This design comes from an exercise in tuning for small area, a short achievable clock period and few clock cycles per item on the open sky130 flow, not from production work.
RTL that was checked went through simulation tests only; none was proved equivalent to the original.
Power is estimated from default activity; no workload was simulated.

==> inputs of 11-25 <==
==> flow/design.v <==
module top(clk, rst, start, i, socin1, socin2, socin3, socin4,
           socout1, socout2, socout3, socout4, outReady);
  input clk, rst, start, i;
  input socin1, socin2, socin3, socin4;
  output socout1, socout2, socout3, socout4;
  output reg outReady;
  reg [5:0] cnt;            
  reg [9:0] rt;             
  reg       colf;           
  reg       colf2;          
  reg [12:0] c;             
  reg [9:0]  tpos_lo;       
  reg [1:0]  tpos_hi;
  reg [1:0]  tcar;
  reg [12:0] tneg;          
  reg sh_c, sh_s, tpos_acc, tpos_fin, jcalc, first, r_it, r_init;
  reg m_s, m_n, m_p, horner, out_fix, out_sh;
  wire [12:0] c_n  = sh_c ? {i, c[12:1]} : c;
  wire        ng   = c[12];
  wire        ng_n = c_n[12];
  wire [9:0] sv1, sv2, sv3, sv4;      
  wire q1, q2, q3, q4;                
  wire o1, o2, o3, o4;                
  wire [9:0] all_m, g1, g2, g3, g4;
  genvar m;
  generate for (m = 0; m < 10; m = m + 1) begin : th
    if (m == 0) begin : m0
      assign g1[0] = |sv1[9:1]; assign g2[0] = |sv2[9:1];
      assign g3[0] = |sv3[9:1]; assign g4[0] = |sv4[9:1];
    end else if (m == 9) begin : m9
      assign g1[9] = sv1[9] & |sv1[8:0]; assign g2[9] = sv2[9] & |sv2[8:0];
      assign g3[9] = sv3[9] & |sv3[8:0]; assign g4[9] = sv4[9] & |sv4[8:0];
    end else begin : mm
      assign g1[m] = |sv1[9:m+1] | (sv1[m] & |sv1[m-1:0]);
      assign g2[m] = |sv2[9:m+1] | (sv2[m] & |sv2[m-1:0]);
      assign g3[m] = |sv3[9:m+1] | (sv3[m] & |sv3[m-1:0]);
      assign g4[m] = |sv4[9:m+1] | (sv4[m] & |sv4[m-1:0]);
    end
    assign all_m[m] = (g1[m] | !g1[0]) & (g2[m] | !g2[0]) & (g3[m] | !g3[0]) & (g4[m] | !g4[0]);
  end endgenerate
  wire [9:0] r0 = all_m & ~{1'b0, all_m[9:1]};    
  reg  [9:0] r0q;           
  always @(posedge clk) r0q <= jcalc ? r0 : 10'd0;
  wire in_rec = (cnt >= 6'd13) & (cnt <= 6'd15);
  wire init   = (cnt == 6'd15) & (!ng | ((rt == 10'd0) & !colf & !colf2));
  wire itf    = in_rec & (rt != 10'd0) & !init;
  wire [5:0] cnt_n = (cnt == 6'd0) ? {5'd0, start} :
                     (cnt == 6'd15) ? (init ? 6'd24 : 6'd15) :
                     (cnt == 6'd48) ? 6'd0 : cnt + 6'd1;
  wire [9:0] rt_n = jcalc ? {1'b1, ~all_m[9:1]} : itf ? {rt[8:0], 1'b0} : rt;
  wire colf_n = itf;
  wire in_rec_n = (cnt_n >= 6'd13) & (cnt_n <= 6'd15);
  wire rcnz_n   = jcalc | (itf ? |rt[8:0] : |rt);
  wire init_n   = (cnt_n == 6'd15) & (!ng_n | (!rcnz_n & !colf_n & !colf));
  wire itf_n    = in_rec_n & rcnz_n & !init_n;
  always @(posedge clk) begin
    rt       <= rt_n;
    colf     <= colf_n;
    colf2    <= colf;
  end
  always @(posedge clk) begin
    if (rst) begin
      cnt <= 6'd0;
      {sh_c, sh_s, tpos_acc, tpos_fin, jcalc, first, r_it, r_init} <= 8'd0;
      {m_s, m_n, m_p, horner, out_fix, out_sh, outReady} <= 7'd0;
    end else begin
    cnt      <= cnt_n;
    sh_c     <= (cnt_n >= 6'd2)  & (cnt_n <= 6'd14);
    sh_s     <= (cnt_n >= 6'd2)  & (cnt_n <= 6'd11);
    tpos_acc <= (cnt_n >= 6'd3)  & (cnt_n <= 6'd12);
    tpos_fin <= (cnt_n == 6'd12);
    jcalc    <= (cnt_n == 6'd12);
    r_it     <= itf_n | ((cnt_n >= 6'd24) & (cnt_n <= 6'd34));
    r_init   <= init_n;
    first    <= jcalc;
    m_s      <= itf_n;
    m_n      <= ng_n & (cnt_n >= 6'd15) & !itf_n;
    m_p      <= !ng_n & (cnt_n >= 6'd15);
    horner   <= (cnt_n >= 6'd24) & (cnt_n <= 6'd35);
    out_fix  <= (cnt_n == 6'd36);
    out_sh   <= (cnt_n >= 6'd37) & (cnt_n <= 6'd47);
    outReady <= (cnt_n >= 6'd36) & (cnt_n <= 6'd47);
    end
  end
  always @(posedge clk) c <= c_n;
  wire [2:0] ssum = sv1[9] + sv2[9] + sv3[9] + sv4[9] + tcar;
  always @(posedge clk) begin
    if (sh_c & !tpos_acc) tcar <= 2'd0;
    else if (tpos_acc) begin
      tcar <= ssum[2:1];
      tpos_lo <= {ssum[0], tpos_lo[9:1]};
      if (tpos_fin) tpos_hi <= ssum[2:1];
    end
  end
  wire [2:0] pcn = q1 + q2 + q3 + q4;
  reg  [2:0] pc;            
  always @(posedge clk) pc <= pcn;
  wire [2:0] pco = o1 + o2 + o3 + o4;
  reg [12:0] tinit;         
  integer b;
  always @(*) begin
    tinit = 13'd0;
    for (b = 0; b < 10; b = b + 1)
      tinit = tinit | (({10'd0, pco} << b) & {13{r0q[b]}});
  end
  wire [12:0] tsum;
  PADD #(12) tadd(.a(tneg[11:0]), .b({10'd0, pc[2:1]}), .ci(1'b0), .s(tsum[12:1]), .co());
  assign tsum[0] = pc[0];
  always @(posedge clk) begin
    if (first) tneg <= tinit;
    else if (colf2) tneg <= tsum;
  end
  wire [12:0] T = ({13{m_n}} & tneg) | ({13{m_p}} & {1'b0, tpos_hi, tpos_lo});
  UNIT u1(clk, socin1, sh_s, jcalc, r0q, r_it, r_init, colf, m_s, horner, out_fix, out_sh, ng, c, T, sv1, q1, o1, socout1);
  UNIT u2(clk, socin2, sh_s, jcalc, r0q, r_it, r_init, colf, m_s, horner, out_fix, out_sh, ng, c, T, sv2, q2, o2, socout2);
  UNIT u3(clk, socin3, sh_s, jcalc, r0q, r_it, r_init, colf, m_s, horner, out_fix, out_sh, ng, c, T, sv3, q3, o3, socout3);
  UNIT u4(clk, socin4, sh_s, jcalc, r0q, r_it, r_init, colf, m_s, horner, out_fix, out_sh, ng, c, T, sv4, q4, o4, socout4);
endmodule
module UNIT(clk, sin, sh_s, jcalc, r0, r_it, r_init, qcol, m_s, horner, out_fix, out_sh, ng, c, T,
            s, qr, one, out);
  input clk, sin, sh_s, jcalc, r_it, r_init, qcol, m_s, horner, out_fix, out_sh, ng;
  input [9:0] r0;
  input [12:0] c;
  input [12:0] T;
  output [9:0] s;
  output qr, out;
  output reg one;           
  reg [24:0] S;             
  reg [13:0] R;             
  assign s = S[24:15];
  reg    valq;              
  always @(posedge clk) if (jcalc) begin one <= (s == 10'd1); valq <= |s[9:1]; end
  assign out = S[11];
  wire q  = !R[13];                   
  assign qr = q & valq;
  wire [12:0] M   = ({13{m_s}} & {3'b000, s}) | T;
  wire [10:0] w   = ng ? {one, S[9:0]} : {1'b0, s};
  wire [13:0] X   = r_init ? {3'b000, w} : {R[12:0] | {3'b000, r0}, 1'b0};
  wire        sub = r_init | q;
  wire [13:0] Rn;
  PADD #(14) radd(.a(X), .b({1'b0, M} ^ {14{sub}}), .ci(sub), .s(Rn), .co());
  always @(posedge clk) R <= jcalc ? 14'd0 : Rn;
  reg  [1:0]  d;
  reg         sp;
  wire [14:0] lo;
  PADD #(14) ladd(.a({1'b0, S[12:0]}), .b({2'b00, c[12:1] & {12{q}}}), .ci(1'b0), .s(lo[14:1]), .co());
  assign lo[0] = c[0] & q;
  wire [11:0] e   = sp ? ((d == 2'd0) ? 12'hfff : {10'd0, d - 2'd1}) : {10'd0, d};
  wire [11:0] hx;
  PADD #(12) hadd(.a(S[24:13]), .b(e), .ci(1'b0), .s(hx), .co());
  always @(posedge clk) begin
    if (r_init) begin d <= 2'd0; sp <= 1'b0; end
    else if (horner) begin d <= lo[14:13]; sp <= q & c[12]; end
  end
  always @(posedge clk) begin
    if (horner) S <= {hx[10:0], 1'b0, lo[12:0]};
    else if (sh_s) S[24:15] <= {sin, S[24:16]};
    else if (r_init) S <= 25'd0;
    else if (jcalc) S[9:0] <= 10'd0;
    else if (qcol) S[9:0] <= {S[8:0], qr};
    else if (out_fix) S <= {hx[11], hx, S[12:1]};
    else if (out_sh) S <= {S[24], S[24:1]};
  end
endmodule
module PADD #(parameter N = 8) (a, b, ci, s, co);
  input  [N-1:0] a, b;
  input  ci;
  output [N-1:0] s;
  output co;
  localparam L = $clog2(N + 1);
  wire [N:0] g [0:L];
  wire [N:0] p [0:L];
  assign g[0][0] = ci;
  assign p[0][0] = 1'b0;
  assign g[0][N:1] = a & b;
  assign p[0][N:1] = a ^ b;
  genvar l, i;
  generate for (l = 0; l < L; l = l + 1) begin : lv
    for (i = 0; i <= N; i = i + 1) begin : cl
      if (((i >> l) & 1) == 1) begin : mrg
        localparam J = ((i >> l) << l) - 1;
        if (J < (1 << l)) begin : gray
          PG_G u(.gh(g[l][i]), .ph(p[l][i]), .gl(g[l][J]), .g(g[l+1][i]));
          assign p[l+1][i] = 1'b0;
        end else begin : black
          PG_B u(.gh(g[l][i]), .ph(p[l][i]), .gl(g[l][J]), .pl(p[l][J]), .g(g[l+1][i]), .p(p[l+1][i]));
        end
      end else begin : pass
        assign g[l+1][i] = g[l][i];
        assign p[l+1][i] = p[l][i];
      end
    end
  end endgenerate
  assign s  = p[0][N:1] ^ g[L][N-1:0];
  assign co = g[L][N];
endmodule
module PG_G(gh, ph, gl, g);
  input gh, ph, gl;
  output g;
  assign g = gh | (ph & gl);
endmodule
module PG_B(gh, ph, gl, pl, g, p);
  input gh, ph, gl, pl;
  output g, p;
  assign g = gh | (ph & gl);
  assign p = ph & pl;
endmodule
==> flow/run.sh <==
#!/bin/bash
# synth_recipe.tcl (not shown) runs the flow's synth.tcl, then flattens the netlist and writes it again
# the make line also repeats each setting of config.mk as NAME=value (left out here)
make -C /OpenROAD-flow-scripts/flow DESIGN_CONFIG=/design/flow/config.mk WORK_HOME=/design/flow/orfs CLKGATE_MAP_FILE= SYNTH_SCRIPT=/design/flow/synth_recipe.tcl finish
==> flow/config.mk <==
export PLATFORM = sky130hd
export DESIGN_NAME = top
export DESIGN_NICKNAME = top
export VERILOG_FILES = /design/flow/design.v
export SDC_FILE = /design/flow/constraint.sdc
export NUM_CORES = 4
export LEC_CHECK = 0
export CAP_MARGIN = 20
export CORE_MARGIN = 2
export CORE_UTILIZATION = 40
export PLACE_DENSITY = 0.6
export SETUP_SLACK_MARGIN = 2.6
export SLEW_MARGIN = 20
export SYNTH_HIERARCHICAL = 1
export SYNTH_MINIMUM_KEEP_SIZE = 0
==> flow/constraint.sdc <==
create_clock -name core_clock -period 5.0 [get_ports {clk}]
set_input_delay 1.0000 -clock core_clock [delete_from_list [all_inputs] [get_ports {clk}]]
set_output_delay 1.0000 -clock core_clock [all_outputs]
set_load 0.01 [all_outputs]
==> 07-12 (differences from 11-25) <==
==> flow/design.v (replaced) <==
module top(clk, rst, start, i, socin1, socin2, socin3, socin4,
           socout1, socout2, socout3, socout4, outReady);
  input clk, rst, start, i;
  input socin1, socin2, socin3, socin4;
  output socout1, socout2, socout3, socout4;
  output reg outReady;
  reg [5:0] cnt;            
  reg [9:0] rt;             
  reg       colf;           
  reg [12:0] c;             
  reg [9:0]  tpos_lo;       
  reg [1:0]  tpos_hi;
  reg [1:0]  tcar;
  reg [12:0] tneg;          
  reg sh_c, sh_s, tpos_acc, tpos_fin, jcalc, r_it, r_init, t_last;
  reg m_s, m_n, m_p, horner, out_fix, out_sh;
  wire [12:0] c_n  = sh_c ? {i, c[12:1]} : c;
  wire        ng   = c[12];
  wire        ng_n = c_n[12];
  wire [9:0] sv1, sv2, sv3, sv4;      
  wire q1, q2, q3, q4;                
  wire o1, o2, o3, o4;                
  wire [9:0] all_m, g1, g2, g3, g4;
  genvar m;
  generate for (m = 0; m < 10; m = m + 1) begin : th
    if (m == 0) begin : m0
      assign g1[0] = |sv1[9:1]; assign g2[0] = |sv2[9:1];
      assign g3[0] = |sv3[9:1]; assign g4[0] = |sv4[9:1];
    end else if (m == 9) begin : m9
      assign g1[9] = sv1[9] & |sv1[8:0]; assign g2[9] = sv2[9] & |sv2[8:0];
      assign g3[9] = sv3[9] & |sv3[8:0]; assign g4[9] = sv4[9] & |sv4[8:0];
    end else begin : mm
      assign g1[m] = |sv1[9:m+1] | (sv1[m] & |sv1[m-1:0]);
      assign g2[m] = |sv2[9:m+1] | (sv2[m] & |sv2[m-1:0]);
      assign g3[m] = |sv3[9:m+1] | (sv3[m] & |sv3[m-1:0]);
      assign g4[m] = |sv4[9:m+1] | (sv4[m] & |sv4[m-1:0]);
    end
    assign all_m[m] = (g1[m] | !g1[0]) & (g2[m] | !g2[0]) & (g3[m] | !g3[0]) & (g4[m] | !g4[0]);
  end endgenerate
  wire [9:0] r0 = all_m & ~{1'b0, all_m[9:1]};    
  reg  [9:0] r0q;           
  reg  [2:0] pcoq;          
  always @(posedge clk) r0q <= jcalc ? r0 : 10'd0;
  wire in_rec = (cnt >= 6'd13) & (cnt <= 6'd15);
  wire init   = (cnt == 6'd15) & (!ng | ((rt == 10'd0) & !colf));
  wire itf    = in_rec & (rt != 10'd0) & !init;
  wire [5:0] cnt_n = (cnt == 6'd0) ? {5'd0, start} :
                     (cnt == 6'd15) ? (init ? 6'd24 : 6'd15) :
                     (cnt == 6'd48) ? 6'd0 : cnt + 6'd1;
  wire [9:0] rt_n = jcalc ? {1'b1, ~all_m[9:1]} : itf ? {rt[8:0], 1'b0} : rt;
  wire colf_n = itf;
  wire in_rec_n = (cnt_n >= 6'd13) & (cnt_n <= 6'd15);
  wire rcnz_n   = jcalc | (itf ? |rt[8:0] : |rt);
  wire init_n   = (cnt_n == 6'd15) & (!ng_n | (!rcnz_n & !colf_n));
  wire itf_n    = in_rec_n & rcnz_n & !init_n;
  always @(posedge clk) begin
    rt       <= rt_n;
    colf     <= colf_n;
  end
  always @(posedge clk) begin
    if (rst) begin
      cnt <= 6'd0;
      {sh_c, sh_s, tpos_acc, tpos_fin, jcalc, r_it, r_init, t_last} <= 8'd0;
      {m_s, m_n, m_p, horner, out_fix, out_sh, outReady} <= 7'd0;
    end else begin
    cnt      <= cnt_n;
    sh_c     <= (cnt_n >= 6'd2)  & (cnt_n <= 6'd14);
    sh_s     <= (cnt_n >= 6'd2)  & (cnt_n <= 6'd11);
    tpos_acc <= (cnt_n >= 6'd3)  & (cnt_n <= 6'd12);
    tpos_fin <= (cnt_n == 6'd12);
    jcalc    <= (cnt_n == 6'd12);
    r_it     <= itf_n | ((cnt_n >= 6'd24) & (cnt_n <= 6'd34));
    r_init   <= init_n;
    t_last   <= colf_n & !itf_n;
    m_s      <= itf_n;
    m_n      <= ng_n & (cnt_n >= 6'd15) & !itf_n;
    m_p      <= !ng_n & (cnt_n >= 6'd15);
    horner   <= (cnt_n >= 6'd24) & (cnt_n <= 6'd35);
    out_fix  <= (cnt_n == 6'd36);
    out_sh   <= (cnt_n >= 6'd37) & (cnt_n <= 6'd47);
    outReady <= (cnt_n >= 6'd36) & (cnt_n <= 6'd47);
    end
  end
  always @(posedge clk) c <= c_n;
  wire [2:0] ssum = sv1[9] + sv2[9] + sv3[9] + sv4[9] + tcar;
  always @(posedge clk) begin
    if (sh_c & !tpos_acc) tcar <= 2'd0;
    else if (tpos_acc) begin
      tcar <= ssum[2:1];
      tpos_lo <= {ssum[0], tpos_lo[9:1]};
      if (tpos_fin) tpos_hi <= ssum[2:1];
    end
  end
  wire [2:0] pc  = q1 + q2 + q3 + q4;
  wire [2:0] pco = o1 + o2 + o3 + o4;
  always @(posedge clk) begin
    if (jcalc) pcoq <= pco;
  end
  always @(posedge clk) begin
    if (jcalc) tneg <= 13'd0;
    else if (colf) tneg <= {tneg[11:0], 1'b0} + {pcoq & {3{t_last}}, 7'd0, pc};
  end
  wire [12:0] T = ({13{m_n}} & tneg) | ({13{m_p}} & {1'b0, tpos_hi, tpos_lo});
  UNIT u1(clk, socin1, sh_s, jcalc, r0q, r_it, r_init, colf, m_s, horner, out_fix, out_sh, ng, c, T, sv1, q1, o1, socout1);
  UNIT u2(clk, socin2, sh_s, jcalc, r0q, r_it, r_init, colf, m_s, horner, out_fix, out_sh, ng, c, T, sv2, q2, o2, socout2);
  UNIT u3(clk, socin3, sh_s, jcalc, r0q, r_it, r_init, colf, m_s, horner, out_fix, out_sh, ng, c, T, sv3, q3, o3, socout3);
  UNIT u4(clk, socin4, sh_s, jcalc, r0q, r_it, r_init, colf, m_s, horner, out_fix, out_sh, ng, c, T, sv4, q4, o4, socout4);
endmodule
module UNIT(clk, sin, sh_s, jcalc, r0, r_it, r_init, qcol, m_s, horner, out_fix, out_sh, ng, c, T,
            s, qr, one, out);
  input clk, sin, sh_s, jcalc, r_it, r_init, qcol, m_s, horner, out_fix, out_sh, ng;
  input [9:0] r0;
  input [12:0] c;
  input [12:0] T;
  output [9:0] s;
  output qr, one, out;
  reg [24:0] S;             
  reg [13:0] R;             
  assign s = S[24:15];
  assign one = (s == 10'd1);
  reg    oneq, valq;        
  always @(posedge clk) if (jcalc) begin oneq <= one; valq <= |s[9:1]; end
  assign out = S[11];
  wire q  = !R[13];                   
  assign qr = q & valq;
  wire [12:0] M   = m_s ? {3'b000, s} : T;
  wire [10:0] w   = ng ? {oneq, S[9:0]} : {1'b0, s};
  wire [13:0] X   = r_init ? {3'b000, w} : {R[12:0] | {3'b000, r0}, 1'b0};
  wire        sub = r_init | q;
  wire [14:0] Rs  = {X, 1'b1} + {{1'b0, M} ^ {14{sub}}, sub};    
  wire [13:0] Rn  = Rs[14:1];
  always @(posedge clk) R <= jcalc ? 14'd0 : Rn;
  reg  [1:0]  d;
  wire [14:0] lo  = {1'b0, S[12:0], 1'b0} + {2'b00, c & {13{q}}};
  wire        sc  = q & c[12];
  wire [11:0] dh  = {9'd0, d, 1'b0} - {11'd0, sc};    
  wire [11:0] hi  = {S[23:13], 1'b0} + dh;
  wire [11:0] hf  = S[24:13] + {10'd0, d};
  always @(posedge clk) begin
    if (r_init) d <= 2'd0;
    else if (horner) d <= lo[14:13];
  end
  always @(posedge clk) begin
    if (horner) S <= {hi, lo[12:0]};
    else if (sh_s) S[24:15] <= {sin, S[24:16]};
    else if (r_init) S <= 25'd0;
    else if (jcalc) S[9:0] <= 10'd0;
    else if (qcol) S[9:0] <= {S[8:0], qr};
    else if (out_fix) S <= {hf[11], hf, S[12:1]};
    else if (out_sh) S <= {S[24], S[24:1]};
  end
endmodule
Settings changed: SETUP_SLACK_MARGIN 2.6 to 2.4, SYNTH_HIERARCHICAL 1 to not set, SYNTH_MINIMUM_KEEP_SIZE 0 to not set.
==> 11-19 (differences from 11-25) <==
--- a/flow/design.v
+++ b/flow/design.v
@@ -7,13 +7,12 @@
   reg [5:0] cnt;            
   reg [9:0] rt;             
   reg       colf;           
-  reg       colf2;          
   reg [12:0] c;             
   reg [9:0]  tpos_lo;       
   reg [1:0]  tpos_hi;
   reg [1:0]  tcar;
   reg [12:0] tneg;          
-  reg sh_c, sh_s, tpos_acc, tpos_fin, jcalc, first, r_it, r_init;
+  reg sh_c, sh_s, tpos_acc, tpos_fin, jcalc, first, r_init;
   reg m_s, m_n, m_p, horner, out_fix, out_sh;
   wire [12:0] c_n  = sh_c ? {i, c[12:1]} : c;
   wire        ng   = c[12];
@@ -38,11 +37,9 @@
     end
     assign all_m[m] = (g1[m] | !g1[0]) & (g2[m] | !g2[0]) & (g3[m] | !g3[0]) & (g4[m] | !g4[0]);
   end endgenerate
-  wire [9:0] r0 = all_m & ~{1'b0, all_m[9:1]};    
-  reg  [9:0] r0q;           
-  always @(posedge clk) r0q <= jcalc ? r0 : 10'd0;
+  wire [9:0] r0q = {10{first}} & rt & ~{rt[8:0], 1'b0};
   wire in_rec = (cnt >= 6'd13) & (cnt <= 6'd15);
-  wire init   = (cnt == 6'd15) & (!ng | ((rt == 10'd0) & !colf & !colf2));
+  wire init   = (cnt == 6'd15) & (!ng | ((rt == 10'd0) & !colf));
   wire itf    = in_rec & (rt != 10'd0) & !init;
   wire [5:0] cnt_n = (cnt == 6'd0) ? {5'd0, start} :
                      (cnt == 6'd15) ? (init ? 6'd24 : 6'd15) :
@@ -51,17 +48,16 @@
   wire colf_n = itf;
   wire in_rec_n = (cnt_n >= 6'd13) & (cnt_n <= 6'd15);
   wire rcnz_n   = jcalc | (itf ? |rt[8:0] : |rt);
-  wire init_n   = (cnt_n == 6'd15) & (!ng_n | (!rcnz_n & !colf_n & !colf));
+  wire init_n   = (cnt_n == 6'd15) & (!ng_n | (!rcnz_n & !colf_n));
   wire itf_n    = in_rec_n & rcnz_n & !init_n;
   always @(posedge clk) begin
     rt       <= rt_n;
     colf     <= colf_n;
-    colf2    <= colf;
   end
   always @(posedge clk) begin
     if (rst) begin
       cnt <= 6'd0;
-      {sh_c, sh_s, tpos_acc, tpos_fin, jcalc, first, r_it, r_init} <= 8'd0;
+      {sh_c, sh_s, tpos_acc, tpos_fin, jcalc, first, r_init} <= 7'd0;
       {m_s, m_n, m_p, horner, out_fix, out_sh, outReady} <= 7'd0;
     end else begin
     cnt      <= cnt_n;
@@ -70,7 +66,6 @@
     tpos_acc <= (cnt_n >= 6'd3)  & (cnt_n <= 6'd12);
     tpos_fin <= (cnt_n == 6'd12);
     jcalc    <= (cnt_n == 6'd12);
-    r_it     <= itf_n | ((cnt_n >= 6'd24) & (cnt_n <= 6'd34));
     r_init   <= init_n;
     first    <= jcalc;
     m_s      <= itf_n;
@@ -92,9 +87,7 @@
       if (tpos_fin) tpos_hi <= ssum[2:1];
     end
   end
-  wire [2:0] pcn = q1 + q2 + q3 + q4;
-  reg  [2:0] pc;            
-  always @(posedge clk) pc <= pcn;
+  wire [2:0] pc  = q1 + q2 + q3 + q4;
   wire [2:0] pco = o1 + o2 + o3 + o4;
   reg [12:0] tinit;         
   integer b;
@@ -108,17 +101,17 @@
   assign tsum[0] = pc[0];
   always @(posedge clk) begin
     if (first) tneg <= tinit;
-    else if (colf2) tneg <= tsum;
+    else if (colf) tneg <= tsum;
   end
   wire [12:0] T = ({13{m_n}} & tneg) | ({13{m_p}} & {1'b0, tpos_hi, tpos_lo});
-  UNIT u1(clk, socin1, sh_s, jcalc, r0q, r_it, r_init, colf, m_s, horner, out_fix, out_sh, ng, c, T, sv1, q1, o1, socout1);
-  UNIT u2(clk, socin2, sh_s, jcalc, r0q, r_it, r_init, colf, m_s, horner, out_fix, out_sh, ng, c, T, sv2, q2, o2, socout2);
-  UNIT u3(clk, socin3, sh_s, jcalc, r0q, r_it, r_init, colf, m_s, horner, out_fix, out_sh, ng, c, T, sv3, q3, o3, socout3);
-  UNIT u4(clk, socin4, sh_s, jcalc, r0q, r_it, r_init, colf, m_s, horner, out_fix, out_sh, ng, c, T, sv4, q4, o4, socout4);
-endmodule
-module UNIT(clk, sin, sh_s, jcalc, r0, r_it, r_init, qcol, m_s, horner, out_fix, out_sh, ng, c, T,
+  UNIT u1(clk, socin1, sh_s, jcalc, first, r0q, r_init, colf, m_s, horner, out_fix, out_sh, ng, c, T, sv1, q1, o1, socout1);
+  UNIT u2(clk, socin2, sh_s, jcalc, first, r0q, r_init, colf, m_s, horner, out_fix, out_sh, ng, c, T, sv2, q2, o2, socout2);
+  UNIT u3(clk, socin3, sh_s, jcalc, first, r0q, r_init, colf, m_s, horner, out_fix, out_sh, ng, c, T, sv3, q3, o3, socout3);
+  UNIT u4(clk, socin4, sh_s, jcalc, first, r0q, r_init, colf, m_s, horner, out_fix, out_sh, ng, c, T, sv4, q4, o4, socout4);
+endmodule
+module UNIT(clk, sin, sh_s, jcalc, first, r0, r_init, qcol, m_s, horner, out_fix, out_sh, ng, c, T,
             s, qr, one, out);
-  input clk, sin, sh_s, jcalc, r_it, r_init, qcol, m_s, horner, out_fix, out_sh, ng;
+  input clk, sin, sh_s, jcalc, first, r_init, qcol, m_s, horner, out_fix, out_sh, ng;
   input [9:0] r0;
   input [12:0] c;
   input [12:0] T;
@@ -153,21 +146,26 @@
     else if (horner) begin d <= lo[14:13]; sp <= q & c[12]; end
   end
   always @(posedge clk) begin
-    if (horner) S <= {hx[10:0], 1'b0, lo[12:0]};
+    if (horner) S[24:15] <= hx[10:1];
     else if (sh_s) S[24:15] <= {sin, S[24:16]};
-    else if (r_init) S <= 25'd0;
-    else if (jcalc) S[9:0] <= 10'd0;
-    else if (qcol) S[9:0] <= {S[8:0], qr};
-    else if (out_fix) S <= {hx[11], hx, S[12:1]};
-    else if (out_sh) S <= {S[24], S[24:1]};
-  end
-endmodule
-module PADD #(parameter N = 8) (a, b, ci, s, co);
+    else if (r_init) S[24:15] <= 10'd0;
+    else if (out_fix) S[24:15] <= {hx[11], hx[11:3]};
+    else if (out_sh) S[24:15] <= {S[24], S[24:16]};
+  end
+  always @(posedge clk) begin
+    if (horner) S[14:0] <= {hx[0], 1'b0, lo[12:0]};
+    else if (r_init) S[14:0] <= 15'd0;
+    else if (first) S[14:0] <= {S[15:11], 10'd0};
+    else if (qcol) S[14:0] <= {S[15:11], S[8:0], qr};
+    else if (out_fix) S[14:0] <= {hx[2:0], S[12:1]};
+    else S[14:0] <= S[15:1];
+  end
+endmodule
+module PADD #(parameter N = 8, parameter L = 4) (a, b, ci, s, co);    
   input  [N-1:0] a, b;
   input  ci;
   output [N-1:0] s;
   output co;
-  localparam L = $clog2(N + 1);
   wire [N:0] g [0:L];
   wire [N:0] p [0:L];
   assign g[0][0] = ci;
Settings changed: CTS_CLUSTER_DIAMETER set to 70, CTS_CLUSTER_SIZE set to 25, SETUP_SLACK_MARGIN 2.6 to 1.7, SYNTH_HIERARCHICAL 1 to not set, SYNTH_MINIMUM_KEEP_SIZE 0 to not set.
==> metrics.md <==
| Metric | Value |
|---|---|
| P_clk | `2.45 mW` |
| Area of the multi-input gates | `16290 um^2` |
| Status | `timing/DRC/antenna clean` |
| FILL cells | `4623` |
| FP Rows | `85` |
| Met3 WL post-DR | `4406 um` |
The numbers above come from 11-25.

==> metrics.md <==
| Metric | Value |
|---|---|
| P_clk | `2.55 mW` |
| FP Rows | `81` |
| FILL cells | `4196` |
| Status | `timing/DRC/antenna clean` |
| Area of the multi-input gates | `14930 um^2` |
| Die area | `51680 um^2` |
| Met3 WL post-DR | `6549 um` |
The numbers above come from 07-12.

==> metrics.md <==
| Metric | Value |
|---|---|
| FP Rows | `78` |
| Area of the multi-input gates | `12100 um^2` |
| FILL cells | `4361` |
| P_clk | `2.42 mW` |
| Status | `timing/DRC/antenna clean` |
The numbers above come from 11-19.

Testbench counts of 11-19, summed over its fixed seeds: cycles 21,091, items 512.
Function not checked in 11-25 and 07-12: the RTL went through the layout flow alone.

-- separate check: timing with driven ports --
The flow's constraints put no driver on any port. The routed layouts listed below were extracted and timed again, unchanged, in two steps.
Step 1: set_driving_cell puts a clkbuf_16 on clk and a buf_2 on each other input, an assumption about the parent block.
Step 2 moves the port delays by t, midway between the first and last clock arrival at a register: inputs arrive t later, outputs are due t later. That takes back most of the time a late clock gives input paths.
Slacks: ideal ports / drivers / drivers and shift; pairs: ideal ports / drivers.
| run | shift t [ns] | setup WS [ns] | worst hold slack (ns) | worst setup path after step 2 |
|---|---|---|---|---|
| 11-25 | 0.647 | 2.362 / 2.362 / 2.316 | 0.473 / 0.473 / 0.473 | input to register |
| 07-12 | 0.604 | 1.949 / 1.949 / 1.949 | 0.497 / 0.497 / 0.497 | register to register |
| 11-19 | 0.640 | 1.805 / 1.805 / 1.805 | 0.479 / 0.479 / 0.479 | register to register |
After both steps every run listed still meets setup and hold. For 11-25, which loses most, drivers alone change the setup slack by 0.000 ns; drivers and shift together by -0.046 ns.
